Source: an optimization exercise on an open RTL-to-GDS flow (aim: small area and a short achievable clock period). Production flows keep margins and buffers that such runs may drop.
Function was checked by simulation only, so behaviour that the tests miss may differ from the original.
Power figures rest on the tool's default switching activity, not on a simulated workload.

[flow/config.mk]
export PLATFORM = sky130hd
export DESIGN_NAME = Controller
export DESIGN_NICKNAME = Controller
export VERILOG_FILES = /design/flow/design.v
export SDC_FILE = /design/flow/constraint.sdc
export NUM_CORES = 4
export LEC_CHECK = 0
export ABC_AREA = 1
export CAP_MARGIN = 20
export CORE_MARGIN = 2
export CORE_UTILIZATION = 45
export SETUP_SLACK_MARGIN = 2.8
export SLEW_MARGIN = 20
export SYNTH_HIERARCHICAL = 1
[flow/constraint.sdc]
create_clock -name core_clock -period 9.0 [get_ports {CLK}]
set_input_delay 1.8000 -clock core_clock [delete_from_list [all_inputs] [get_ports {CLK}]]
set_output_delay 1.8000 -clock core_clock [all_outputs]
set_load 0.01 [all_outputs]
[flow/design.v]
module Controller (CLK, reset, busIn, instrIn, imemAddr, out);
input CLK;
input reset;
input [31:0] busIn;
input [15:0] instrIn;
output [15:0] imemAddr;
output [106:0] out;
reg [15:0] pc;
reg [31:0] acc;
reg mode;
wire [7:0] op  = instrIn[15:8];
wire [7:0] imm = instrIn[7:0];
wire lo_ok  = (op[7:4] == 4'h0);       
wire hi_ok  = (op[7:4] == 4'h1);       
wire [3:0] o = op[3:0];
wire o_br   = hi_ok & (o == 4'h0);
wire o_brz  = hi_ok & (o == 4'h1);
wire o_brnz = hi_ok & (o == 4'h2);
wire o_exit = hi_ok & (o == 4'h3);
wire o_st   = lo_ok & (o == 4'h9);
wire busform = lo_ok & ((o == 4'h1) | (o == 4'h3) | (o == 4'h7) | (o == 4'ha) | (o == 4'hc) | (o == 4'he));
wire m0 = ~mode;
wire [31:0] b = mode ? busIn : {24'b0, imm};
wire sub = mode ? (op[1] & op[0]) : (op[2] & ~op[0]);
wire [31:0] bx = b ^ {32{sub}};
wire [31:0] p0 = acc ^ bx;
wire [31:0] g0 = acc & bx;
wire [31:0] sum;
wire [31:0] ad_p0 = acc ^ bx;
wire [31:0] ad_g0 = acc & bx;
wire ad_gc0 = ad_g0[0] | (ad_p0[0] & sub);
wire ad_g_0 = ad_g0[1] | (ad_p0[1] & ad_gc0);
wire ad_g_1 = ad_g0[3] | (ad_p0[3] & ad_g0[2]);
wire ad_p_1 = ad_p0[3] & ad_p0[2];
wire ad_g_2 = ad_g0[5] | (ad_p0[5] & ad_g0[4]);
wire ad_p_2 = ad_p0[5] & ad_p0[4];
wire ad_g_3 = ad_g0[7] | (ad_p0[7] & ad_g0[6]);
wire ad_p_3 = ad_p0[7] & ad_p0[6];
wire ad_g_4 = ad_g0[9] | (ad_p0[9] & ad_g0[8]);
wire ad_p_4 = ad_p0[9] & ad_p0[8];
wire ad_g_5 = ad_g0[11] | (ad_p0[11] & ad_g0[10]);
wire ad_p_5 = ad_p0[11] & ad_p0[10];
wire ad_g_6 = ad_g0[13] | (ad_p0[13] & ad_g0[12]);
wire ad_p_6 = ad_p0[13] & ad_p0[12];
wire ad_g_7 = ad_g0[15] | (ad_p0[15] & ad_g0[14]);
wire ad_p_7 = ad_p0[15] & ad_p0[14];
wire ad_g_8 = ad_g0[17] | (ad_p0[17] & ad_g0[16]);
wire ad_p_8 = ad_p0[17] & ad_p0[16];
wire ad_g_9 = ad_g0[19] | (ad_p0[19] & ad_g0[18]);
wire ad_p_9 = ad_p0[19] & ad_p0[18];
wire ad_g_10 = ad_g0[21] | (ad_p0[21] & ad_g0[20]);
wire ad_p_10 = ad_p0[21] & ad_p0[20];
wire ad_g_11 = ad_g0[23] | (ad_p0[23] & ad_g0[22]);
wire ad_p_11 = ad_p0[23] & ad_p0[22];
wire ad_g_12 = ad_g0[25] | (ad_p0[25] & ad_g0[24]);
wire ad_p_12 = ad_p0[25] & ad_p0[24];
wire ad_g_13 = ad_g0[27] | (ad_p0[27] & ad_g0[26]);
wire ad_p_13 = ad_p0[27] & ad_p0[26];
wire ad_g_14 = ad_g0[29] | (ad_p0[29] & ad_g0[28]);
wire ad_p_14 = ad_p0[29] & ad_p0[28];
wire ad_g_15 = ad_g0[31] | (ad_p0[31] & ad_g0[30]);
wire ad_p_15 = ad_p0[31] & ad_p0[30];
wire ad_g_16 = ad_g_1 | (ad_p_1 & ad_g_0);
wire ad_g_17 = ad_g_3 | (ad_p_3 & ad_g_2);
wire ad_p_17 = ad_p_3 & ad_p_2;
wire ad_g_18 = ad_g_5 | (ad_p_5 & ad_g_4);
wire ad_p_18 = ad_p_5 & ad_p_4;
wire ad_g_19 = ad_g_7 | (ad_p_7 & ad_g_6);
wire ad_p_19 = ad_p_7 & ad_p_6;
wire ad_g_20 = ad_g_9 | (ad_p_9 & ad_g_8);
wire ad_p_20 = ad_p_9 & ad_p_8;
wire ad_g_21 = ad_g_11 | (ad_p_11 & ad_g_10);
wire ad_p_21 = ad_p_11 & ad_p_10;
wire ad_g_22 = ad_g_13 | (ad_p_13 & ad_g_12);
wire ad_p_22 = ad_p_13 & ad_p_12;
wire ad_g_23 = ad_g_15 | (ad_p_15 & ad_g_14);
wire ad_p_23 = ad_p_15 & ad_p_14;
wire ad_g_24 = ad_g_17 | (ad_p_17 & ad_g_16);
wire ad_g_25 = ad_g_19 | (ad_p_19 & ad_g_18);
wire ad_p_25 = ad_p_19 & ad_p_18;
wire ad_g_26 = ad_g_21 | (ad_p_21 & ad_g_20);
wire ad_p_26 = ad_p_21 & ad_p_20;
wire ad_g_27 = ad_g_23 | (ad_p_23 & ad_g_22);
wire ad_p_27 = ad_p_23 & ad_p_22;
wire ad_g_28 = ad_g_25 | (ad_p_25 & ad_g_24);
wire ad_g_29 = ad_g_27 | (ad_p_27 & ad_g_26);
wire ad_p_29 = ad_p_27 & ad_p_26;
wire ad_g_30 = ad_g_29 | (ad_p_29 & ad_g_28);
wire ad_g_31 = ad_g_26 | (ad_p_26 & ad_g_28);
wire ad_g_32 = ad_g_18 | (ad_p_18 & ad_g_24);
wire ad_g_33 = ad_g_20 | (ad_p_20 & ad_g_28);
wire ad_g_34 = ad_g_22 | (ad_p_22 & ad_g_31);
wire ad_g_35 = ad_g_2 | (ad_p_2 & ad_g_16);
wire ad_g_36 = ad_g_4 | (ad_p_4 & ad_g_24);
wire ad_g_37 = ad_g_6 | (ad_p_6 & ad_g_32);
wire ad_g_38 = ad_g_8 | (ad_p_8 & ad_g_28);
wire ad_g_39 = ad_g_10 | (ad_p_10 & ad_g_33);
wire ad_g_40 = ad_g_12 | (ad_p_12 & ad_g_31);
wire ad_g_41 = ad_g_14 | (ad_p_14 & ad_g_34);
wire ad_g_42 = ad_g0[2] | (ad_p0[2] & ad_g_0);
wire ad_g_43 = ad_g0[4] | (ad_p0[4] & ad_g_16);
wire ad_g_44 = ad_g0[6] | (ad_p0[6] & ad_g_35);
wire ad_g_45 = ad_g0[8] | (ad_p0[8] & ad_g_24);
wire ad_g_46 = ad_g0[10] | (ad_p0[10] & ad_g_36);
wire ad_g_47 = ad_g0[12] | (ad_p0[12] & ad_g_32);
wire ad_g_48 = ad_g0[14] | (ad_p0[14] & ad_g_37);
wire ad_g_49 = ad_g0[16] | (ad_p0[16] & ad_g_28);
wire ad_g_50 = ad_g0[18] | (ad_p0[18] & ad_g_38);
wire ad_g_51 = ad_g0[20] | (ad_p0[20] & ad_g_33);
wire ad_g_52 = ad_g0[22] | (ad_p0[22] & ad_g_39);
wire ad_g_53 = ad_g0[24] | (ad_p0[24] & ad_g_31);
wire ad_g_54 = ad_g0[26] | (ad_p0[26] & ad_g_40);
wire ad_g_55 = ad_g0[28] | (ad_p0[28] & ad_g_34);
wire ad_g_56 = ad_g0[30] | (ad_p0[30] & ad_g_41);
assign sum[0] = ad_p0[0] ^ sub;
assign sum[1] = ad_p0[1] ^ ad_gc0;
assign sum[2] = ad_p0[2] ^ ad_g_0;
assign sum[3] = ad_p0[3] ^ ad_g_42;
assign sum[4] = ad_p0[4] ^ ad_g_16;
assign sum[5] = ad_p0[5] ^ ad_g_43;
assign sum[6] = ad_p0[6] ^ ad_g_35;
assign sum[7] = ad_p0[7] ^ ad_g_44;
assign sum[8] = ad_p0[8] ^ ad_g_24;
assign sum[9] = ad_p0[9] ^ ad_g_45;
assign sum[10] = ad_p0[10] ^ ad_g_36;
assign sum[11] = ad_p0[11] ^ ad_g_46;
assign sum[12] = ad_p0[12] ^ ad_g_32;
assign sum[13] = ad_p0[13] ^ ad_g_47;
assign sum[14] = ad_p0[14] ^ ad_g_37;
assign sum[15] = ad_p0[15] ^ ad_g_48;
assign sum[16] = ad_p0[16] ^ ad_g_28;
assign sum[17] = ad_p0[17] ^ ad_g_49;
assign sum[18] = ad_p0[18] ^ ad_g_38;
assign sum[19] = ad_p0[19] ^ ad_g_50;
assign sum[20] = ad_p0[20] ^ ad_g_33;
assign sum[21] = ad_p0[21] ^ ad_g_51;
assign sum[22] = ad_p0[22] ^ ad_g_39;
assign sum[23] = ad_p0[23] ^ ad_g_52;
assign sum[24] = ad_p0[24] ^ ad_g_31;
assign sum[25] = ad_p0[25] ^ ad_g_53;
assign sum[26] = ad_p0[26] ^ ad_g_40;
assign sum[27] = ad_p0[27] ^ ad_g_54;
assign sum[28] = ad_p0[28] ^ ad_g_34;
assign sum[29] = ad_p0[29] ^ ad_g_55;
assign sum[30] = ad_p0[30] ^ ad_g_41;
assign sum[31] = ad_p0[31] ^ ad_g_56;
function [31:0] rev32(input [31:0] x);
  integer k;
  for (k = 0; k < 32; k = k + 1) rev32[k] = x[31-k];
endfunction
wire dir_l = op[0];                  
wire [31:0] sh_in = dir_l ? acc : rev32(acc);
wire [31:0] x4 = sh_in << imm[3:0];
wire n4 = imm[4];
reg f_add, f_shl, f_shr, f_ld, f_g, f_p, f_keep;
always @* begin
  {f_add, f_shl, f_shr, f_ld, f_g, f_p, f_keep} = 7'b0;
  if (mode)
    case (o)
      4'h1, 4'h3: f_add = 1'b1;
      4'h7: f_ld = 1'b1;
      4'ha: f_g = 1'b1;
      4'hc: begin f_g = 1'b1; f_p = 1'b1; end
      4'he: f_p = 1'b1;
      default: f_keep = 1'b1;
    endcase
  else
    case (o)
      4'h2, 4'h4: f_add = 1'b1;
      4'h5: f_shl = 1'b1;
      4'h6: f_shr = 1'b1;
      4'h8: f_ld = 1'b1;
      4'hb: f_g = 1'b1;
      4'hd: begin f_g = 1'b1; f_p = 1'b1; end
      4'hf: f_p = 1'b1;
      default: f_keep = 1'b1;
    endcase
end
wire s_add  = lo_ok & f_add;
wire s_shl  = lo_ok & f_shl;
wire s_shr  = lo_ok & f_shr;
wire s_ld   = lo_ok & f_ld;
wire s_g    = lo_ok & f_g;
wire s_p    = lo_ok & f_p;
wire s_keep = ~lo_ok | f_keep;
wire [31:0] n_add = ~({32{s_add}} & sum);
wire [31:0] n_sh  = ~(({32{s_shl & ~n4}} & x4)
                    | ({32{s_shl &  n4}} & {x4[15:0], 16'b0})
                    | ({32{s_shr & ~n4}} & rev32(x4))
                    | ({32{s_shr &  n4}} & {16'b0, rev32({x4[15:0], 16'b0})}));
wire [31:0] n_lg  = ~(({32{s_ld}}  & b)
                    | ({32{s_g}}   & g0)
                    | ({32{s_p}}   & p0)
                    | ({32{s_keep}} & acc));
wire [31:0] acc_n;
nand3x32 u_fin (.a(n_add), .b(n_sh), .c(n_lg), .y(acc_n));
wire zero  = ~|acc;
wire taken = m0 & (o_br | (o_brz & zero) | (o_brnz & ~zero));
wire hold  = m0 & busform;
wire [7:0] inc_lo = taken ? imm : {7'b0, ~hold};
wire neg = taken & imm[7];
wire [7:0] lp = pc[7:0] ^ inc_lo;
wire [7:0] lg = pc[7:0] & inc_lo;
wire [7:0] lc;    
assign lc[0] = lg[0];
assign lc[1] = lg[1] | (lp[1] & lg[0]);
wire g32 = lg[3] | (lp[3] & lg[2]);
wire p32 = lp[3] & lp[2];
assign lc[2] = lg[2] | (lp[2] & lc[1]);
assign lc[3] = g32 | (p32 & lc[1]);
wire g54 = lg[5] | (lp[5] & lg[4]);
wire p54 = lp[5] & lp[4];
wire g76 = lg[7] | (lp[7] & lg[6]);
wire p76 = lp[7] & lp[6];
wire g74 = g76 | (p76 & g54);
wire p74 = p76 & p54;
assign lc[4] = lg[4] | (lp[4] & lc[3]);
assign lc[5] = g54 | (p54 & lc[3]);
wire g64 = lg[6] | (lp[6] & g54);
wire p64 = lp[6] & p54;
assign lc[6] = g64 | (p64 & lc[3]);
assign lc[7] = g74 | (p74 & lc[3]);
wire [7:0] lo = lp ^ {lc[6:0], 1'b0};
wire up = lc[7] & ~neg;
wire dn = ~lc[7] & neg;
wire [7:0] ones, zeros;    
assign ones[0] = 1'b1;
assign zeros[0] = 1'b1;
genvar gi;
generate for (gi = 1; gi < 8; gi = gi + 1) begin : g_hi
  assign ones[gi]  = ones[gi-1] & pc[8+gi-1];
  assign zeros[gi] = zeros[gi-1] & ~pc[8+gi-1];
end endgenerate
wire [7:0] hi = pc[15:8] ^ (({8{up}} & ones) | ({8{dn}} & zeros));
wire [15:0] pc_n = {hi, lo};
wire st = m0 & o_st;
wire rd = m0 & busform;
assign imemAddr = pc;
assign out = {(st | rd) ? imm : 8'b0, rd, st, st ? acc : 32'b0,
              acc_n, pc_n, instrIn, m0 & o_exit};
always @(posedge CLK)
  if (reset) begin
    pc   <= 16'b0;
    acc  <= 32'b0;
    mode <= 1'b0;
  end else begin
    pc   <= pc_n;
    acc  <= acc_n;
    mode <= rd;
  end
endmodule
module nand3x32(input [31:0] a, input [31:0] b, input [31:0] c, output [31:0] y);
assign y = ~(a & b & c);
endmodule
[flow/flow/run.sh]
#!/bin/bash
# Own layout flow: the standard ORFS flow with two changes.
#  - Synthesis: ADDER_MAP_FILE is left empty, so Yosys does not extract full/half adder cells
#    before ABC and ABC maps the adders' gates itself (faster, no larger). Everything else in
#    the standard synthesis, and so every register, its name and cell type, is unchanged.
#  - Placement: every port still gets a buffer, but sky130_fd_sc_hd__buf_1 instead of the delay
#    cell buffer_ports picks by default; the resizer upsizes these where timing needs it.
# Each step's full log is under orfs/logs/; make's own output goes to standard_finish.log.
set -euo pipefail
export BUFFER_PORTS_ARGS="-buffer_cell sky130_fd_sc_hd__buf_1"
bash standard.sh ADDER_MAP_FILE= finish > standard_finish.log 2>&1
[flow/standard.sh]
#!/bin/bash
# synth_recipe.tcl (not shown) runs the flow's synth.tcl, then flattens the netlist and writes it again
# the make line also repeats each setting of config.mk as NAME=value (left out here)
make -C /OpenROAD-flow-scripts/flow DESIGN_CONFIG=/design/flow/config.mk WORK_HOME=/design/flow/orfs CLKGATE_MAP_FILE= SYNTH_SCRIPT=/design/flow/synth_recipe.tcl "${@:-finish}"
==> results of run 1 <==
==> how the worst max path moves through the flow <==
stage | startpoint | to | slack, ps | depth (start not counted)
2_1_floorplan | instrIn[8] | out[64] | 3400 | 23
3_3_place_gp | instrIn[9] | out[64] | 2100 | 24
3_5_place_dp | instrIn[0] | out[60] | 2090 | 22
4_1_cts | instrIn[8] | out[60] | 2800 | 23
5_1_grt | instrIn[8] | out[60] | 2680 | 25
6_report | instrIn[8] | out[60] | 2860 | 25
==> modules after synthesis (local to each module, per instance) <==
module	flip-flops and latches	area [um2]	cells
nand3x32	0	160	32
Controller	49	7780	1434
==> stage by stage <==
step,utilization [%],hold slack [ps],power (mW),area (um2),cells
3_3_place_gp,49.1,525,0.419,8500,1786
5_1_grt,55.3,594,0.703,9570,1845
2_1_floorplan,-,547,0.373,7940,1466
3_5_place_dp,49.1,542,0.419,8500,1786
6_report,55.3,555,0.674,9570,1845
4_1_cts,50.9,561,0.638,8800,1797
==> cells by family after synthesis <==
logic type,after synthesis
compound gates,280
xor+xnor,5
buf+inv,306
flops,49
mux,43
simple gates,783
==> critical path, cell delays in order <==
cell        delay (ps)
buf_16             130
clkinvlp_4         120
nand3_4            180
buf_12             190
nand2_8            120
nand2_2             90
nand2_2             80
nand2_2             60
nand2_2             80
nand2_1            110
nor2_2             110
nand2_2             80
nand2_2            100
nand2_2             80
nand2_4             90
nand2_4             60
nand2_4             70
nand2_2             80
a21oi_2            160
nand2_2             80
nand2_1             70
nand2_1             60
nand3_2             70
nand3_4            100
buf_6              150
==> flip-flops by register name, indices dropped and copies added, names as in the netlist <==
register	count
mode	1
acc	32
pc	16
==> what timing repair did <==
item / CTS / global route
pin swaps: 1 / 30
setup buffers: 1 / 41
endpoints found under the setup margin: 40 / 65
gates cloned: 2 / 7
resized for setup: 35 / 99
==> cell usage after synthesis (all sizes together) <==
library cell	n
o22a	3
a221o	1
a221oi	31
inv	216
mux2i	43
a21o	1
or2	12
a211oi	2
nand4	20
o22ai	62
o221a	2
clkbuf	51
nand3b	4
nor2	184
nand3	137
xor2	2
a31oi	17
dfxtp	49
xnor2	3
nor3	7
and2	1
o21bai	5
o211ai	6
a21boi	6
a22o	1
o21ai	121
o32ai	2
nor4	2
buf	39
nand2	414
nor3b	1
a21oi	20
nor2b	1
==> per-layer routing <==
layer / global-route usage [%] / part of all wire [%] / up-vias
met5: 0 / 0 / -
li1: - / - / 5124
met2: 55.8 / 45 / 624
met3: 5.93 / 10 / 109
met4: 18.3 / 5.4 / 0
met1: 43.8 / 39 / 4790
==> layout make-up <==
class	count	area share (%)
well taps	225	2.94
clock buffers	5	1.31
inverters	216	8.81
clock inverters	3	0.222
multi-input cells	1116	63.7
repair buffers	228	12.6
flip-flops and latches	49	10.3
repair inverters	3	0.209
==> power by group <==
part           switching, mW  internal (mW)  leakage [nW]
sequential           0.00416          0.219         0.396
combinational          0.157         0.0765          3.99
clock                  0.112          0.105        0.0702
total                  0.273          0.401          4.45
==> run notes, run 1 <==
DRT Wirelength - 34900 um
Max VDD drop - 0.0748 mV
Final Hold Fails - 0
antenna violations before repair - 0
IO Count - 173
Lkg Pwr - 4.45 nW
post-synthesis instance total - 1466
row count - 48
pwr dens - 70.4 mW/mm2
unrepaired setup endpoints after global routing - true
Final Slew Violations - 0
CTS buffer count - 5
Fmax achieved - 0.163 GHz
total grt overflow - 0
# setup viols final - 0
antenna-violating nets left - 0
Initial Util - 45.9%
Die X - 137 um
Post-Synth XOR/XNOR Area - 0.552%
commonest non-fill, non-tap cells in the layout - nand2_1, inv_1, nor2_1, buf_1, nand3_1
vias post-DR - 10600
Post-CTS Hold Fix Bufs - 0
first-pass GRT wire length - 49900 um
commonest non-fill, non-tap cell in the layout - nand2_1
GRT Util Overall - 34.5%
Worst Hold Launch - pc[15]$_SDFF_PP0_
measured slew at the worst slew-check pin - 1260 ps
1st-pass router iterations - 7
Worst setup EP type - primary output
layout cells sized above 1 - 15.8%
Synth top area share - 17.4%
post-synth net total - 1516
relative slew slack - 15.7%
number of diodes - 0
post-layout min period - 6140 ps
r2r startpoint - mode$_SDFF_PP0_
vias in the first global route - 9069
CTS H-Tree Depth - 2
clk root buf - clkbuf_16
Worst-Skew Late Latency - 320 ps
Hold Path End - pc[15]$_SDFF_PP0_
status - timing/DRC/antenna clean
area of the multi-input gates - 0.00609 mm2
CTS tree - done
area of the core - 0.0173 mm2
die area - 0.0187 mm2
Synth area leaders - nand2_1, dfxtp_1, inv_1, nor2_1, nand3_1
GPL Wtd Cong - 0.996
mux contribution to synthesized area - 5.42%
Startpoint Class - input port
Yosys cell types - 52
worst hold path class - register to register
post-synthesis simple-gate area fraction - 43.4%
Vias/cell - 5.77
Sum Neg Setup Slack - 0 ps
average wire per standard cell - 18.9 um
pin count of the biggest net entering global routing - 63
Arrival @ worst endpoint - 4340 ps
clk buf depth - 2
worst reg2reg path endpoint - acc[26]$_SDFF_PP0_
syn_area_per_cell - 5.41 um2
crit-path max FO - 10
FILL cells - 1846
compound-gate portion of the synthesized area - 21.9%
max_cap viols - 0
HPWL Detailed - 25200 um
port bufs - 172
area share of fa/ha/maj cells after synthesis - 0%
register area share after synthesis - 12.4%
register-to-register setup slack - 4950 ps
CP required - 7200 ps
post-place setup slack - 2090 ps
Worst-path clk slew - 80 ps
Die Y-Extent - 137 um
largest family of logic cells by synthesized area - simple AND/OR/NAND/NOR gates
Synth Register Bits - 49
# DRC - 0
R2R depth - 21
Setup WS post-layout - 2860 ps
critical path class - input port to primary output
register area - 982 um2
Yosys top cell by area - nand2_1
Worst Clk Skew - 6.06 ps
Final Net Count - 1669
Area Growth Syn to Fin - 20.6%
Tcrit/Tclk final - 68.3%
hold depth - 3
post-synthesis instance area - 0.00794 mm2
# clock sinks - 49
DRT iter0 DRCs - 1168
synth warn - 7
==> run 2: changes to the inputs <==
--- a/flow/config.mk
+++ b/flow/config.mk
@@ -11,3 +11,3 @@
 export CORE_UTILIZATION = 45
-export SETUP_SLACK_MARGIN = 2.8
+export SETUP_SLACK_MARGIN = 2.6
 export SLEW_MARGIN = 20
==> run notes, run 2 <==
Worst setup EP type - primary output
post-synthesis instance total - 1466 (unchanged)
CP required - 7200 ps (about the same)
Die X - 137 um (unchanged)
first-pass GRT wire length - 49400 um (-0.99%)
max_cap viols - 0 (unchanged)
Initial Util - 45.9% (unchanged)
total grt overflow - 0 (unchanged)
vias post-DR - 10400 (-2.0%)
unrepaired setup endpoints after global routing - true
IO Count - 173 (unchanged)
Largest delay share family, worst path - compound AO/OA/AOI/OAI gates
Worst Clk Skew - 3.86 ps (-2.21 ps)
top flop regs - acc x32, pc x16, mode x1
Seq pwr share - 34.2% (+1.0 points)
post-synthesis instance area - 0.00794 mm2 (unchanged)
Worst-path clk slew - 80 ps (about the same)
post-synth net total - 1516 (unchanged)
Synth Register Bits - 49 (unchanged)
cell with the most instances after synthesis - nand2_1
Yosys cell types - 52 (unchanged)
max reg flops - 32 (unchanged)
vias in the first global route - 9004 (-0.72%)
CP Cell Sequence - buf_8 > buf_12 > o21ai_0 > nand2_1 > o21ai_0 > nand2_1 > o21ai_0 > o21ai_0 > mux2i_1 > a21oi_1 > nand3_1 > buf_1
GPL Wtd Cong - 0.996 (unchanged)
Gate power share - 32.8% (-1.8 points)
Synth top area share - 17.4% (unchanged)
Yosys top cell by area - nand2_1
antenna violations before repair - 0 (unchanged)
Max VDD drop - 0.0712 mV (-4.8%)
port bufs - 172 (unchanged)
# setup viols final - 0 (unchanged)
FFs w/ async S/R, synth - 0% (unchanged)
GRT Util Overall - 34.2% (-0.37 points)
Post-synth top flop - dfxtp_1
placed insts - 1786 (unchanged)
Clock Power Share - 33.0% (+0.8 points)
largest reg by FF count - acc
Final Slew Violations - 0 (unchanged)
commonest cells in the netlist - nand2_1, inv_1, nor2_1, nand3_1, o21ai_0
worst path bufs/invs - 3 (-1)
1st-pass router iterations - 6 (-1)
Die Y-Extent - 137 um (unchanged)
relative slew slack - 19.8% (+4.2 points)
register area share after synthesis - 12.4% (unchanged)
Net Sw Power - 0.265 mW (-3.1%)
post-layout min period - 6310 ps (+163 ps)
CTS H-Tree Depth - 2 (unchanged)
final cell count without fillers - 1811 (-1.8%)
# clock sinks - 49 (unchanged)
CTS tree - done
row count - 48 (unchanged)
Post-synth EDFFs - 0 (unchanged)
worst hold path class - register to register
crit-path max cell delay - 560 ps (+370 ps)
Synth area leaders - nand2_1, dfxtp_1, inv_1, nor2_1, nand3_1
commonest non-fill, non-tap cell in the layout - nand2_1
Crit path top cell by count - o21ai_0
Area Growth Syn to Fin - 13.6%
average wire per standard cell - 18.9 um (-0.27%)
measured slew at the worst slew-check pin - 1200 ps (-62.3 ps)
pin count of the biggest net entering global routing - 63 (unchanged)
critical path class - input port to primary output
Startpoint Class - input port
Arrival @ worst endpoint - 4510 ps (+170 ps)
CP max stage cell - mux2i_1
number of diodes - 0 (unchanged)
CTS buffer count - 5 (unchanged)
HPWL Detailed - 25200 um (unchanged)
Final Hold Fails - 0 (unchanged)
Worst-Skew Late Latency - 320 ps (about the same)
Sum Neg Setup Slack - 0 ps (unchanged)
Fmax achieved - 0.159 GHz (-2.6%)
P_int - 0.389 mW (-2.8%)
pwr dens - 72.5 mW/mm2 (+3.0%)
sw frac - 40.5% (-0.053 points)
commonest non-fill, non-tap cells in the layout - nand2_1, inv_1, nor2_1, buf_1, nand3_1
die area - 0.0187 mm2 (unchanged)
DRT Wirelength - 34100 um (-2.1%)
hold_ws - 554 ps (-0.464 ps)
layout cells sized above 1 - 11.0% (-4.8 points)
clk buf depth - 2 (unchanged)
Vias/cell - 5.76 (-0.12%)
Lkg Pwr - 4.11 nW (-7.6%)
Tcrit/Tclk final - 70.1% (+1.8 points)
synth warn - 7 (unchanged)
DRT iter0 DRCs - 1273 (+9.0%)
register-to-register setup slack - 5170 ps (+220 ps)
antenna-violating nets left - 0 (unchanged)
clk root buf - clkbuf_16
syn_area_per_cell - 5.41 um2 (unchanged)
# DRC - 0 (unchanged)
crit-path max FO - 62 (+52)
area of the core - 0.0173 mm2 (unchanged)
Final Net Count - 1635 (-2.0%)
status - timing/DRC/antenna clean
## run 2: per-stage QoR
| stage | total power, mW | area, um2 | worst slack, ps | utilization [%] |
|---|---|---|---|---|
| 5_1_grt | 0.682 | 9020 | 2570 | 52.1 |
| 2_1_floorplan | 0.373 | 7940 | 3400 | - |
| 4_1_cts | 0.635 | 8710 | 2640 | 50.4 |
| 3_5_place_dp | 0.419 | 8500 | 2090 | 49.1 |
| 6_report | 0.654 | 9020 | 2690 | 52.1 |
| 3_3_place_gp | 0.419 | 8500 | 2100 | 49.1 |
## run 2: cells by family (layout without fill, tap and decap cells)
logic type / after synthesis / after routing / synth area share [%]
simple gates: 783 / 786 / 43.4
buf+inv: 306 / 423 / 16.4
compound gates: 280 / 280 / 21.9
flops: 49 / 49 / 12.4
mux: 43 / 43 / 5.42
xor+xnor: 5 / 5 / 0.552
## run 2: layout make-up
| type | count | area, um2 |
|---|---|---|
| timing repair buffer | 196 | 890 |
| clock inverter | 3 | 21.3 |
| inverter | 216 | 838 |
| clock buffer | 5 | 125 |
| tap | 225 | 282 |
| fill | 1898 | 8280 |
| sequential | 49 | 982 |
| multi-input combinational | 1114 | 5860 |
| timing repair inverter | 3 | 20.0 |
## run 2: timing repair
action                                  CTS  global route
pin swaps                                 0             5
gates resized for setup                  17            39
buffers inserted                          0            11
endpoints found under the setup margin   32            41
hold buffers                              0             0
gates cloned                              0             6
## run 2: worst paths after layout
check                          from                 end  cells after the start
setup / recovery         instrIn[8]             out[49]                     12
hold / removal    pc[15]$_SDFF_PP0_   pc[15]$_SDFF_PP0_                      3
setup reg to reg    mode$_SDFF_PP0_  acc[26]$_SDFF_PP0_                     20
hold reg to reg   pc[15]$_SDFF_PP0_   pc[15]$_SDFF_PP0_                      3
## run 2: power groups by stage
stage	logic, mW	registers, mW	clock network (mW)
floorplan	0.145	0.228	0
global placement	0.191	0.229	0
detailed placement	0.191	0.229	0
CTS	0.195	0.223	0.217
global route	0.233	0.224	0.224
finish	0.214	0.224	0.216
## run 2: worst reg2reg max path, stage by stage (launching register included)
cell	delay (ps)
dfxtp_2	1140
inv_2	260
nand2_2	310
nand2_8	170
nand2_2	120
nand3_2	110
nand2_1	140
nor2_1	70
nand2_1	110
inv_1	60
a21oi_2	200
nand2_4	100
nand2_2	80
nand2_2	60
nand2_2	90
a21oi_2	60
or2_1	220
nand3_1	70
nand3_1	180
inv_1	120
nor2_1	50
## run 2: modules after synthesis, one instance, submodules excluded
module,times used,cells inside
nand3x32,1,32
Controller,1,1434
## run 2: metal layers
metal,vias to the layer above,wire length [um],GRT usage (%)
met4,0,1990,18.7
met1,4625,13900,43.9
met5,-,0,0
met2,642,15000,54.9
li1,5065,-,-
met3,106,3310,4.96
==> run 3: changes to the inputs <==
--- a/flow/config.mk
+++ b/flow/config.mk
@@ -11,3 +11,3 @@
 export CORE_UTILIZATION = 45
-export SETUP_SLACK_MARGIN = 2.6
+export SETUP_SLACK_MARGIN = 2.5
 export SLEW_MARGIN = 20
==> run notes, run 3 <==
port bufs - 172 (unchanged)
Clock Power Share - 33.3% (+0.3 points)
top flop regs - acc x32, pc x16, mode x1
post-synthesis instance total - 1466 (unchanged)
relative slew slack - 25.6% (+5.7 points)
measured slew at the worst slew-check pin - 1120 ps (-86.1 ps)
commonest cells in the netlist - nand2_1, inv_1, nor2_1, nand3_1, o21ai_0
Die Y-Extent - 137 um (unchanged)
Post-synth top flop - dfxtp_1
commonest non-fill, non-tap cell in the layout - nand2_1
P_int - 0.385 mW (-0.96%)
Area Growth Syn to Fin - 12.1%
total grt overflow - 0 (unchanged)
antenna-violating nets left - 0 (unchanged)
average wire per standard cell - 18.6 um (-1.3%)
Yosys top cell by area - nand2_1
max_cap viols - 0 (unchanged)
post-synthesis instance area - 0.00794 mm2 (unchanged)
cell with the most instances after synthesis - nand2_1
Sum Neg Setup Slack - 0 ps (unchanged)
Net Sw Power - 0.260 mW (-1.8%)
DRT Wirelength - 33600 um (-1.6%)
Tcrit/Tclk final - 70.4% (+0.32 points)
sw frac - 40.3% (-0.21 points)
# clock sinks - 49 (unchanged)
number of diodes - 0 (unchanged)
post-layout min period - 6340 ps (+29.0 ps)
post-synth net total - 1516 (unchanged)
syn_area_per_cell - 5.41 um2 (unchanged)
Final Net Count - 1630 (-0.31%)
synth warn - 7 (unchanged)
Initial Util - 45.9% (unchanged)
Synth top area share - 17.4% (unchanged)
worst hold path class - register to register
CTS H-Tree Depth - 2 (unchanged)
vias in the first global route - 9024 (+0.22%)
Post-synth EDFFs - 0 (unchanged)
Synth Register Bits - 49 (unchanged)
Startpoint Class - input port
antenna violations before repair - 0 (unchanged)
Post-DP Area - 0.00850 mm2 (unchanged)
Worst setup EP type - primary output
die area - 0.0187 mm2 (unchanged)
Fmax achieved - 0.158 GHz (-0.46%)
Worst-Skew Late Latency - 320 ps (about the same)
vias post-DR - 10300 (-1.0%)
IO Count - 173 (unchanged)
CTS tree - done
Lkg Pwr - 4.07 nW (-1.1%)
crit-path max FO - 62 (unchanged)
row count - 48 (unchanged)
# DRC - 0 (unchanged)
FILL cells - 1911 (+0.68%)
clk root buf - clkbuf_16
Max VDD drop - 0.0710 mV (-0.29%)
Yosys cell types - 52 (unchanged)
Worst Clk Skew - 3.89 ps (+0.0307 ps)
pin count of the biggest net entering global routing - 63 (unchanged)
unrepaired setup endpoints after global routing - false
pwr dens - 72.5 mW/mm2 (about the same)
max reg flops - 32 (unchanged)
FFs w/ async S/R, synth - 0% (unchanged)
register area share after synthesis - 12.4% (unchanged)
layout cells sized above 1 - 10.2% (-0.79 points)
area of the core - 0.0173 mm2 (unchanged)
Worst-path clk slew - 80 ps (about the same)
HPWL Detailed - 25200 um (unchanged)
critical path class - input port to primary output
largest reg by FF count - acc
CP required - 7200 ps (about the same)
Design Area, Final - 0.00890 mm2 (-1.3%)
GRT Util Overall - 34.1% (about the same)
CTS buffer count - 5 (unchanged)
DRT iter0 DRCs - 1077 (-15%)
# setup viols final - 0 (unchanged)
Final Slew Violations - 0 (unchanged)
Die X - 137 um (unchanged)
GPL Wtd Cong - 0.996 (unchanged)
Final Hold Fails - 0 (unchanged)
Vias/cell - 5.72 (-0.76%)
status - timing/DRC/antenna clean
Synth area leaders - nand2_1, dfxtp_1, inv_1, nor2_1, nand3_1
Arrival @ worst endpoint - 4540 ps (+30 ps)
commonest non-fill, non-tap cells in the layout - nand2_1, inv_1, nor2_1, buf_1, nand3_1
1st-pass router iterations - 6 (unchanged)
first-pass GRT wire length - 49400 um (about the same)
Gate power share - 32.1% (-0.7 points)
Core Util, Final - 51.5% (-0.68 points)
Post-CTS Hold Fix Bufs - 0 (unchanged)
Seq pwr share - 34.6% (+0.4 points)
clk buf depth - 2 (unchanged)
[run 3: cell count changes in the layout (fill, tap and decap cells not counted), sizes merged]
cell    delta
clkbuf     -3
nand2      -2
[run 3: path summary, 6_finish.rpt]
| check | start | endpoint | slack [ps] | cells after the start |
|---|---|---|---|---|
| min | pc[15]$_SDFF_PP0_ | pc[15]$_SDFF_PP0_ | 550 | 3 |
| min reg2reg | pc[15]$_SDFF_PP0_ | pc[15]$_SDFF_PP0_ | 550 | 3 |
| max reg2reg | mode$_SDFF_PP0_ | acc[26]$_SDFF_PP0_ | 5250 | 20 |
| max | instrIn[8] | out[50] | 2660 | 14 |
[run 3: logic make-up (layout without fill, tap and decap cells)]
kind of cell    Yosys count  in the layout  share of synthesized area (%)
mux                      43             43                           5.42
buf+inv                 306            420                           16.4
compound gates          280            280                           21.9
flops                    49             49                           12.4
simple gates            783            784                           43.4
xor+xnor                  5              5                          0.552
[run 3: routing by layer]
metal	vias up	track usage [%]	part of all wire, %
met4	0	19.5	5.8
met1	4603	43.5	41
met3	98	5.44	8.9
li1	5052	-	-
met5	-	0	0
met2	577	54.6	44
[run 3: stage by stage]
step / cells / total power [mW] / hold WS, ps / setup slack, ps
finish: 1806 / 0.645 / 554 / 2660
floorplan: 1466 / 0.373 / 547 / 3400
detailed placement: 1786 / 0.419 / 542 / 2090
global placement: 1786 / 0.419 / 525 / 2100
CTS: 1794 / 0.634 / 561 / 2510
global route: 1806 / 0.675 / 594 / 2460
[run 3: modules after synthesis, one instance, submodules excluded]
module / flip-flops and latches / area, um2 / cells
Controller: 49 / 7780 / 1434
nand3x32: 0 / 160 / 32
[run 3: area by class of cell]
class	count	area, um2	share of cell area, %
Tap cell	225	282	3.16
Inverter	216	838	9.42
Clock inverter	3	21.3	0.239
Timing Repair Buffer	193	840	9.43
Clock buffer	5	125	1.41
Sequential cell	49	982	11.0
Multi-Input combinational cell	1112	5790	65.1
Timing Repair inverter	3	20.0	0.225
[run 3: worst max-delay path, stage by stage]
cell and delay [ps]:
buf_6 170, buf_8 300, o21ai_0 180, o21ai_0 230, nor2_1 60, a31oi_1 200
nand2_1 70, o21ai_0 120, inv_1 130, o21ai_1 420, o22ai_1 120, a31oi_1 310
nand3_1 220, buf_1 180
[run 3: power groups by stage]
stage | registers, mW | logic [mW] | clock network [mW]
after CTS | 0.223 | 0.193 | 0.217
after global placement | 0.229 | 0.191 | 0
after global routing | 0.224 | 0.226 | 0.224
final | 0.224 | 0.207 | 0.215
after floorplan | 0.228 | 0.145 | 0
after detailed placement | 0.229 | 0.191 | 0
[run 3: timing repair]
action / CTS / global route
buffers inserted: 0 / 8
setup endpoints to repair: 31 / 40
pin swaps: 0 / 2
resized for setup: 12 / 32
cloned: 0 / 4
==> run 4: changes to the inputs <==
--- a/flow/config.mk
+++ b/flow/config.mk
@@ -11,3 +11,4 @@
 export CORE_UTILIZATION = 45
-export SETUP_SLACK_MARGIN = 2.5
+export CTS_BUF_LIST = sky130_fd_sc_hd__clkbuf_8
+export SETUP_SLACK_MARGIN = 2.6
 export SLEW_MARGIN = 20
==> run notes, run 4 <==
Worst-path clk slew - 110 ps (+30 ps)
top flop regs - acc x32, pc x16, mode x1
first-pass GRT wire length - 49400 um (about the same)
Final Net Count - 1637 (+0.43%)
# setup viols final - 0 (unchanged)
GRT Util Overall - 34.1% (-0.054 points)
register area share after synthesis - 12.4% (unchanged)
Initial Util - 45.9% (unchanged)
DRT Wirelength - 34100 um (+1.3%)
number of diodes - 0 (unchanged)
vias post-DR - 10400 (+1.0%)
worst hold path class - register to register
Sum Neg Setup Slack - 0 ps (unchanged)
row count - 48 (unchanged)
clk buf depth - 2 (unchanged)
cell with the most instances after synthesis - nand2_1
Die X - 137 um (unchanged)
HPWL Detailed - 25200 um (unchanged)
syn_area_per_cell - 5.41 um2 (unchanged)
FILL cells - 1916 (+0.26%)
Yosys top cell by area - nand2_1
critical path class - input port to primary output
commonest non-fill, non-tap cells in the layout - nand2_1, inv_1, nor2_1, buf_1, nand3_1
commonest non-fill, non-tap cell in the layout - nand2_1
unrepaired setup endpoints after global routing - true
Post-synth EDFFs - 0 (unchanged)
CP required - 7200 ps (about the same)
post-synth net total - 1516 (unchanged)
clk root buf - clkbuf_8
hold depth - 3 (unchanged)
die area - 0.0187 mm2 (unchanged)
placed insts - 1786 (unchanged)
# clock sinks - 49 (unchanged)
Max VDD drop - 0.0516 mV (-27%)
Vias/cell - 5.76 (+0.64%)
Worst-Skew Late Latency - 350 ps (+30 ps)
Fmax achieved - 0.160 GHz (+1.2%)
status - timing/DRC/antenna clean
R2R depth - 22 (+10%)
Yosys cell types - 52 (unchanged)
FFs w/ async S/R, synth - 0% (unchanged)
# DRC - 0 (unchanged)
GPL Wtd Cong - 0.996 (unchanged)
crit-path max FO - 62 (unchanged)
1st-pass router iterations - 7 (+1)
IO Count - 173 (unchanged)
pwr dens - 66.6 mW/mm2 (-8.1%)
antenna violations before repair - 0 (unchanged)
Synth top area share - 17.4% (unchanged)
area of the core - 0.0173 mm2 (unchanged)
total grt overflow - 0 (unchanged)
layout cells sized above 1 - 11.3% (+1.0 points)
post-layout min period - 6260 ps (-74.4 ps)
Tot Pwr - 0.598 mW (-7.4%)
Tcrit/Tclk final - 69.6% (-0.83 points)
final cell count without fillers - 1813 (+0.39%)
Lkg Pwr - 4.09 nW (+0.54%)
average wire per standard cell - 18.8 um (+0.94%)
Final Slew Violations - 0 (unchanged)
Post-synth top flop - dfxtp_1
CTS buffer count - 5 (unchanged)
CTS H-Tree Depth - 2 (unchanged)
synth warn - 7 (unchanged)
Final Hold Fails - 0 (unchanged)
largest reg by FF count - acc
DRT iter0 DRCs - 1126 (+4.5%)
Die Y-Extent - 137 um (unchanged)
CTS tree - done
max reg flops - 32 (unchanged)
Synth Register Bits - 49 (unchanged)
hold_ws - 561 ps (+6.74 ps)
pin count of the biggest net entering global routing - 63 (unchanged)
post-synthesis instance total - 1466 (unchanged)
Startpoint Class - input port
relative slew slack - 21.0% (-4.6 points)
Arrival @ worst endpoint - 4460 ps (-80 ps)
Synth area leaders - nand2_1, dfxtp_1, inv_1, nor2_1, nand3_1
Worst setup EP type - primary output
port bufs - 172 (unchanged)
Area Growth Syn to Fin - 13.1%
commonest cells in the netlist - nand2_1, inv_1, nor2_1, nand3_1, o21ai_0
antenna-violating nets left - 0 (unchanged)
measured slew at the worst slew-check pin - 1190 ps (+68.9 ps)
Worst Clk Skew - 11.5 ps (+7.57 ps)
max_cap viols - 0 (unchanged)
vias in the first global route - 8993 (-0.34%)
post-synthesis instance area - 0.00794 mm2 (unchanged)
-- run 4: cell counts after synthesis --
No cell type changed its count.
-- run 4: critical path, stage by stage --
cell and delay (ps):
buf_8 160, buf_12 250, o21ai_0 230, o21ai_0 360
o21ai_0 130, inv_1 120, o21ai_0 190, o21ai_0 360
nor2_1 70, nor2_1 390, nand3_1 200, buf_1 170
-- run 4: metal layers --
metal	global-route usage (%)	part of all wire (%)
met1	43.5	40
met2	55.6	44
met3	5.56	10
met4	16.9	5.3
met5	0	0
-- run 4: repair_timing --
item	in CTS	in global routing
endpoints found under the hold margin	0	0
cloned	0	7
hold buffers	0	0
resized for setup	17	41
setup endpoints to repair	32	41
pin swaps	0	4
buffers inserted	0	12
-- run 4: modules after synthesis, one instance, submodules excluded --
module / copies in the design / cells inside
nand3x32: 1 / 32
Controller: 1 / 1434
-- run 4: worst paths after layout --
check	startpoint	end	slack, ps
max reg2reg	mode$_SDFF_PP0_	acc[26]$_SDFF_PP0_	5140
min reg2reg	pc[15]$_SDFF_PP0_	pc[15]$_SDFF_PP0_	560
min	pc[15]$_SDFF_PP0_	pc[15]$_SDFF_PP0_	560
max	instrIn[8]	out[41]	2740
-- run 4: per-stage QoR --
step,area [um2],utilization [%],worst slack (ps)
after floorplan,7940,-,3400
after global placement,8500,49.1,2100
after detailed placement,8500,49.1,2090
after CTS,8660,50.1,2640
after global routing,8980,51.9,2550
final,8980,51.9,2740
-- run 4: final cells by class --
type	instances	area (um2)	share of cell area, %
multi-input cells	1115	5880	65.5
well taps	225	282	3.14
clock buffers	5	68.8	0.767
repair inverters	3	20.0	0.223
inverters	216	838	9.34
clock inverters	3	21.3	0.237
repair buffers	197	885	9.86
flip-flops and latches	49	982	10.9
-- run 4: cells by family after synthesis --
logic type / Yosys count / share of synthesized area (%)
compound gates: 280 / 21.9
xor+xnor: 5 / 0.552
buf+inv: 306 / 16.4
flops: 49 / 12.4
mux: 43 / 5.42
simple gates: 783 / 43.4
-- run 4: power breakdown --
group / internal [mW] / leakage (nW) / switching [mW]
Sequential: 0.220 / 0.396 / 0.00411
Clock: 0.0558 / 0.0445 / 0.104
Combinational: 0.0647 / 3.65 / 0.150
==> run 5: changes to the inputs <==
--- a/flow/config.mk
+++ b/flow/config.mk
@@ -12,3 +12,3 @@
 export CTS_BUF_LIST = sky130_fd_sc_hd__clkbuf_8
-export SETUP_SLACK_MARGIN = 2.6
+export SETUP_SLACK_MARGIN = 2.4
 export SLEW_MARGIN = 20
==> run notes, run 5 <==
Max VDD drop - 0.0501 mV (-2.9%)
antenna-violating nets left - 0 (unchanged)
Yosys top cell by area - nand2_1
Die Y-Extent - 137 um (unchanged)
Die X - 137 um (unchanged)
first-pass GRT wire length - 49300 um (-0.18%)
post-synthesis simple-gate area fraction - 43.4% (unchanged)
Sum Neg Setup Slack - 0 ps (unchanged)
pwr dens - 67.1 mW/mm2 (+0.70%)
Worst-Skew Late Latency - 350 ps (about the same)
critical path class - input port to primary output
syn_area_per_cell - 5.41 um2 (unchanged)
worst path bufs/invs - 4 (unchanged)
Synth Register Bits - 49 (unchanged)
unrepaired setup endpoints after global routing - true
P_int - 0.333 mW (-2.1%)
Post-synth top flop - dfxtp_1
register area share after synthesis - 12.4% (unchanged)
CP max stage cell - a31oi_1
crit-path max cell delay - 390 ps (about the same)
Initial Util - 45.9% (unchanged)
row count - 48 (unchanged)
Crit path top cell by count - o21ai_0
average wire per standard cell - 18.2 um (-3.0%)
register area - 982 um2 (unchanged)
CTS H-Tree Depth - 2 (unchanged)
Clock Power Share - 27.4% (+0.7 points)
Tcrit/Tclk final - 71.7% (+2.2 points)
CTS buffer count - 5 (unchanged)
port bufs - 172 (unchanged)
post-synth net total - 1516 (unchanged)
commonest cells in the netlist - nand2_1, inv_1, nor2_1, nand3_1, o21ai_0
Final Slew Violations - 0 (unchanged)
HPWL Detailed - 25200 um (unchanged)
CTS tree - done
DRT iter0 DRCs - 1120 (-0.53%)
hold_ws - 561 ps (-0.114 ps)
status - timing/DRC/antenna clean
Largest delay share family, worst path - compound AO/OA/AOI/OAI gates
largest family of logic cells by synthesized area - simple AND/OR/NAND/NOR gates
GPL Wtd Cong - 0.996 (unchanged)
measured slew at the worst slew-check pin - 1120 ps (-62.0 ps)
DRT Wirelength - 32700 um (-4.1%)
clk buf depth - 2 (unchanged)
Post-CTS Hold Fix Bufs - 0 (unchanged)
total grt overflow - 0 (unchanged)
mux contribution to synthesized area - 5.42% (unchanged)
max_cap viols - 0 (unchanged)
Lkg Pwr - 4.00 nW (-2.2%)
final cell count without fillers - 1794 (-1.0%)
r2r startpoint - mode$_SDFF_PP0_
Fmax achieved - 0.155 GHz (-3.0%)
worst hold path class - register to register
top flop regs - acc x32, pc x16, mode x1
Seq pwr share - 38.4% (+1.0 points)
relative slew slack - 25.1% (+4.1 points)
area of the core - 0.0173 mm2 (unchanged)
Final Hold Fails - 0 (unchanged)
pin count of the biggest net entering global routing - 63 (unchanged)
GRT Util Overall - 34.0% (-0.047 points)
max reg flops - 32 (unchanged)
sw frac - 42.8% (-0.32 points)
Vias/cell - 5.71 (-0.86%)
# clock sinks - 49 (unchanged)
Synth top area share - 17.4% (unchanged)
Post-synth EDFFs - 0 (unchanged)
Post-Synth XOR/XNOR Area - 0.552% (unchanged)
area of the multi-input gates - 0.00575 mm2 (-2.2%)
compound-gate portion of the synthesized area - 21.9% (unchanged)
cell with the most instances after synthesis - nand2_1
# DRC - 0 (unchanged)
crit-path max FO - 62 (unchanged)
crit path from - instrIn[8]
IO Count - 173 (unchanged)
antenna violations before repair - 0 (unchanged)
number of diodes - 0 (unchanged)
Tot Pwr - 0.582 mW (-2.6%)
Worst setup EP type - primary output
Worst-path clk slew - 110 ps (about the same)
Gate power share - 34.1% (-1.8 points)
Startpoint Class - input port
Net Sw Power - 0.249 mW (-3.3%)
Synth area leaders - nand2_1, dfxtp_1, inv_1, nor2_1, nand3_1
synth warn - 7 (unchanged)
vias in the first global route - 8991 (-0.022%)
die area - 0.0187 mm2 (unchanged)
Area Growth Syn to Fin - 9.38%
layout cells sized above 1 - 9.05% (-2.2 points)
Arrival @ worst endpoint - 4660 ps (+200 ps)
commonest non-fill, non-tap cell in the layout - nand2_1
vias post-DR - 10200 (-1.9%)
CP required - 7200 ps (about the same)
1st-pass router iterations - 6 (-1)
FILL cells - 1935 (+0.99%)
post-synthesis instance area - 0.00794 mm2 (unchanged)
area share of fa/ha/maj cells after synthesis - 0% (unchanged)
placed insts - 1786 (unchanged)
CP Cell Sequence - clkbuf_4 > buf_8 > o21ai_0 > mux2i_1 > inv_1 > o21ai_0 > nand2_1 > o21ai_0 > nand2_1 > o21ai_0 > o22ai_1 > a31oi_1 > nand3_1 > buf_1
commonest non-fill, non-tap cells in the layout - nand2_1, inv_1, nor2_1, buf_1, nand3_1
post-layout min period - 6460 ps (+195 ps)
Worst Hold Launch - pc[15]$_SDFF_PP0_
# setup viols final - 0 (unchanged)
FFs w/ async S/R, synth - 0% (unchanged)
Worst Clk Skew - 13.8 ps (+2.35 ps)
clk root buf - clkbuf_8
Yosys cell types - 52 (unchanged)
largest reg by FF count - acc
post-synthesis instance total - 1466 (unchanged)
Final Net Count - 1618 (-1.2%)
## run 5: cell counts after synthesis
Identical to the previous run, type by type.
## run 5: power groups by stage
stage | clock network [mW] | registers [mW] | logic, mW
4_1_cts | 0.163 | 0.224 | 0.192
3_5_place_dp | 0 | 0.229 | 0.191
6_report | 0.160 | 0.224 | 0.199
5_1_grt | 0.170 | 0.224 | 0.219
3_3_place_gp | 0 | 0.229 | 0.191
2_1_floorplan | 0 | 0.228 | 0.145
## run 5: worst paths after layout
check,slack [ps],to,cells after the start
min reg2reg,560,pc[15]$_SDFF_PP0_,3
max reg2reg,5220,acc[27]$_SDFF_PP0_,24
max,2540,out[58],14
min,560,pc[15]$_SDFF_PP0_,3
## run 5: layout make-up
class                      instances  share of cell area (%)
clock buffer                       5                   0.793
clock inverter                     3                   0.245
inverter                         216                    9.42
multi-input combinational       1111                    66.2
sequential                        49                    11.3
tap                              225                    3.24
timing repair buffer             185                    8.76
## run 5: cells by family (layout without fill, tap and decap cells)
logic type,after synthesis,count (layout)
buffers and inverters,306,409
flip-flops,49,49
AND/OR/NAND/NOR,783,783
AO/OA/AOI/OAI,280,280
multiplexers,43,43
XOR/XNOR,5,5
## run 5: layer usage
| metal | vias up | global-route usage, % | wire length, um | share of wire, % |
|---|---|---|---|---|
| li1 | 5021 | - | - | - |
| met1 | 4534 | 43.3 | 13300 | 41 |
| met2 | 596 | 55.2 | 14600 | 45 |
| met3 | 87 | 5.67 | 2990 | 9.1 |
| met4 | 0 | 17.7 | 1770 | 5.4 |
| met5 | - | 0 | 0 | 0 |
## run 5: modules after synthesis (local to each module, per instance)
module / times used / flip-flops and latches
Controller: 1 / 49
nand3x32: 1 / 0
## run 5: what timing repair did
item / CTS / global route
endpoints found under the setup margin: 23 / 40
gates resized for setup: 4 / 22
setup buffers: 0 / 0
## run 5: worst min-delay path, cell delays in order (launching register included)
cell and delay, ps:
dfxtp_1 360, nand2_1 60, nand2_1 70, nor2_1 40
## run 5: stage by stage
| step | worst slack (ps) | area, um2 | util, % |
|---|---|---|---|
| 2_1_floorplan | 3400 | 7940 | - |
| 3_3_place_gp | 2100 | 8500 | 49.1 |
| 3_5_place_dp | 2090 | 8500 | 49.1 |
| 4_1_cts | 2300 | 8590 | 49.7 |
| 5_1_grt | 2340 | 8680 | 50.2 |
| 6_report | 2540 | 8680 | 50.2 |
==> run 6: changes to the inputs <==
--- a/flow/config.mk
+++ b/flow/config.mk
@@ -12,3 +12,3 @@
 export CTS_BUF_LIST = sky130_fd_sc_hd__clkbuf_8
-export SETUP_SLACK_MARGIN = 2.4
+export SETUP_SLACK_MARGIN = 2.5
 export SLEW_MARGIN = 20
==> run notes, run 6 <==
port bufs - 172 (unchanged)
Worst-Skew Late Latency - 350 ps (about the same)
DRT Wirelength - 33200 um (+1.5%)
Post-synth EDFFs - 0 (unchanged)
Post-synth top flop - dfxtp_1
Vias/cell - 5.71 (about the same)
Synth top area share - 17.4% (unchanged)
Final Net Count - 1628 (+0.62%)
Post-CTS Hold Fix Bufs - 0 (unchanged)
P_int - 0.336 mW (+0.90%)
crit-path max cell delay - 390 ps (about the same)
row count - 48 (unchanged)
Gate power share - 34.8% (+0.7 points)
crit-path max FO - 62 (unchanged)
pwr dens - 66.8 mW/mm2 (-0.34%)
commonest cells in the netlist - nand2_1, inv_1, nor2_1, nand3_1, o21ai_0
# setup viols final - 0 (unchanged)
Worst Clk Skew - 11.5 ps (-2.32 ps)
DRT iter0 DRCs - 1160 (+3.6%)
average wire per standard cell - 18.4 um (+0.97%)
cell with the most instances after synthesis - nand2_1
relative slew slack - 25.5% (+0.37 points)
Sum Neg Setup Slack - 0 ps (unchanged)
Arrival @ worst endpoint - 4570 ps (-90 ps)
vias in the first global route - 9007 (+0.18%)
register area - 982 um2 (unchanged)
syn_area_per_cell - 5.41 um2 (unchanged)
die area - 0.0187 mm2 (unchanged)
Max VDD drop - 0.0521 mV (+4.0%)
clk root buf - clkbuf_8
Yosys top cell by area - nand2_1
pin count of the biggest net entering global routing - 63 (unchanged)
worst hold path class - register to register
CP Cell Sequence - buf_6 > buf_8 > o21ai_0 > mux2i_1 > inv_1 > o21ai_0 > nand2_1 > o21ai_0 > nand2_1 > o21ai_0 > o22ai_1 > a31oi_1 > nand3_1 > buf_1
vias post-DR - 10300 (+0.57%)
antenna violations before repair - 0 (unchanged)
Crit path top cell by count - o21ai_0
GRT Util Overall - 34.1% (+0.039 points)
CTS H-Tree Depth - 2 (unchanged)
antenna-violating nets left - 0 (unchanged)
register area share after synthesis - 12.4% (unchanged)
CTS buffer count - 5 (unchanged)
Area Growth Syn to Fin - 10.9%
post-synthesis instance area - 0.00794 mm2 (unchanged)
worst path bufs/invs - 4 (unchanged)
Lkg Pwr - 4.04 nW (+1.1%)
Final Hold Fails - 0 (unchanged)
IO Count - 173 (unchanged)
top flop regs - acc x32, pc x16, mode x1
Startpoint Class - input port
measured slew at the worst slew-check pin - 1120 ps (-5.56 ps)
HPWL Detailed - 25200 um (unchanged)
FILL cells - 1928 (-0.36%)
post-synth net total - 1516 (unchanged)
number of diodes - 0 (unchanged)
synth warn - 7 (unchanged)
Synth area leaders - nand2_1, dfxtp_1, inv_1, nor2_1, nand3_1
register-to-register setup slack - 5260 ps (+40 ps)
1st-pass router iterations - 7 (+1)
max_cap viols - 0 (unchanged)
Synth Register Bits - 49 (unchanged)
Largest delay share family, worst path - compound AO/OA/AOI/OAI gates
Initial Util - 45.9% (unchanged)
CTS tree - done
GPL Wtd Cong - 0.996 (unchanged)
Worst-path clk slew - 110 ps (about the same)
layout cells sized above 1 - 9.94% (+0.89 points)
CP max stage cell - a31oi_1
Final Slew Violations - 0 (unchanged)
post-layout min period - 6370 ps (-87.7 ps)
Net Sw Power - 0.252 mW (+1.3%)
Worst setup EP type - primary output
FFs w/ async S/R, synth - 0% (unchanged)
commonest non-fill, non-tap cell in the layout - nand2_1
largest reg by FF count - acc
sw frac - 42.9% (+0.095 points)
CP required - 7200 ps (about the same)
total grt overflow - 0 (unchanged)
max reg flops - 32 (unchanged)
status - timing/DRC/antenna clean
first-pass GRT wire length - 49400 um (+0.22%)
unrepaired setup endpoints after global routing - true
post-synthesis instance total - 1466 (unchanged)
hold_ws - 561 ps (+0.128 ps)
Fmax achieved - 0.157 GHz (+1.4%)
Yosys cell types - 52 (unchanged)
clk buf depth - 2 (unchanged)
Seq pwr share - 38.0% (-0.4 points)
# DRC - 0 (unchanged)
Clock Power Share - 27.2% (-0.2 points)
area of the core - 0.0173 mm2 (unchanged)
Tcrit/Tclk final - 70.8% (-0.97 points)
commonest non-fill, non-tap cells in the layout - nand2_1, inv_1, nor2_1, buf_1, nand3_1
area of the multi-input gates - 0.00578 mm2 (+0.50%)
critical path class - input port to primary output
Die X - 137 um (unchanged)
Die Y-Extent - 137 um (unchanged)
# clock sinks - 49 (unchanged)
[run 6: cell counts after synthesis]
Identical to the previous run, type by type.
[run 6: through the flow]
step / instances / util, % / cell area [um2] / setup slack, ps / power (mW)
after floorplan: 1466 / - / 7940 / 3400 / 0.373
after global placement: 1786 / 49.1 / 8500 / 2100 / 0.419
after detailed placement: 1786 / 49.1 / 8500 / 2090 / 0.419
after CTS: 1794 / 49.9 / 8630 / 2510 / 0.580
after global routing: 1804 / 50.9 / 8800 / 2450 / 0.620
final: 1804 / 50.9 / 8800 / 2630 / 0.588
[run 6: worst reg2reg max path, stage by stage, from the launching register on]
cell and delay (ps):
dfxtp_2 1090, inv_2 230, nand2_2 260, nor4_2 100, inv_1 90, nor2_1 50
buf_4 180, inv_1 560, o22ai_1 190, a31oi_1 560, nand3_1 190, inv_1 90
nor2_1 40
[run 6: kinds of logic (layout without fill, tap and decap cells)]
group | Yosys count | count (layout) | share of synthesized area (%)
mux | 43 | 43 | 5.42
compound gates | 280 | 280 | 21.9
simple gates | 783 | 784 | 43.4
xor+xnor | 5 | 5 | 0.552
buf+inv | 306 | 418 | 16.4
flops | 49 | 49 | 12.4
[run 6: worst paths after layout]
path / from / endpoint / depth (start not counted)
worst max-delay path: instrIn[8] / out[58] / 14
worst min-delay path: pc[15]$_SDFF_PP0_ / pc[15]$_SDFF_PP0_ / 3
worst max register to register: mode$_SDFF_PP0_ / acc[3]$_SDFF_PP0_ / 12
worst min register to register: pc[15]$_SDFF_PP0_ / pc[15]$_SDFF_PP0_ / 3
[run 6: power by group through the flow]
| stage | clock network [mW] | logic [mW] | registers, mW |
|---|---|---|---|
| 2_1_floorplan | 0 | 0.145 | 0.228 |
| 3_3_place_gp | 0 | 0.191 | 0.229 |
| 3_5_place_dp | 0 | 0.191 | 0.229 |
| 4_1_cts | 0.163 | 0.193 | 0.224 |
| 5_1_grt | 0.170 | 0.225 | 0.224 |
| 6_report | 0.160 | 0.205 | 0.224 |
[run 6: Yosys stat by module (local to each module, per instance)]
module | cell area, um2 | cells | times used | flops+latches
nand3x32 | 160 | 32 | 1 | 0
Controller | 7780 | 1434 | 1 | 49
[run 6: per-layer routing]
metal  wire length, um  part of all wire [%]  global-route usage [%]  up-vias
met1             13600                    41                    43.4     4579
met4              1820                   5.5                    16.8        0
li1                  -                     -                       -     5046
met3              3030                   9.1                    5.81       96
met2             14700                    44                    55.6      575
met5                 0                     0                       0        -
[run 6: timing repair]
action	4_1_cts	5_1_grt
endpoints found under the setup margin	31	40
gates resized for setup	12	25
buffers inserted	0	7
gates cloned	0	3
pin swaps	0	2
[run 6: cell type report]
type	count	area share, %
clock buffers	5	0.782
clock inverters	3	0.242
inverters	216	9.41
multi-input cells	1112	65.6
flip-flops and latches	49	11.2
well taps	225	3.20
repair buffers	192	9.45
repair inverters	2	0.142

re-timing with driven ports:
The results above use ideal ports. As a check the final layouts listed here were re-extracted and re-timed, cells and wires unchanged.
Step 1 (the two cells are an assumption about what drives the block):
set clk [get_ports {CLK}]
set_driving_cell -lib_cell sky130_fd_sc_hd__clkbuf_16 $clk
set_driving_cell -lib_cell sky130_fd_sc_hd__buf_2 [delete_from_list [all_inputs] $clk]
Step 2, shift: input delay + t, output delay - t, t = (earliest + latest rising clock arrival at the registers) / 2. This alone moves slack from input paths to output paths.
Three values: ideal, step 1, step 2; two values: the first two.
run	shift t [ns]	setup slack, ns	hold slack, ns	pins driven straight from the clock port
run 1	0.363	2.856 / 2.727 / 2.727	0.555 / 0.555 / 0.555	1
run 2	0.360	2.693 / 2.656 / 2.656	0.554 / 0.554 / 0.554	1
run 3	0.359	2.664 / 2.627 / 2.627	0.554 / 0.554 / 0.554	1
run 4	0.381	2.738 / 2.690 / 2.690	0.561 / 0.561 / 0.561	1
run 5	0.381	2.543 / 2.521 / 2.521	0.561 / 0.561 / 0.561	1
run 6	0.381	2.631 / 2.594 / 2.594	0.561 / 0.561 / 0.561	1
After both steps setup and hold are still met in every run listed. For run 1, which loses most, drivers alone change the setup slack by -0.129 ns; drivers and shift together by -0.129 ns.
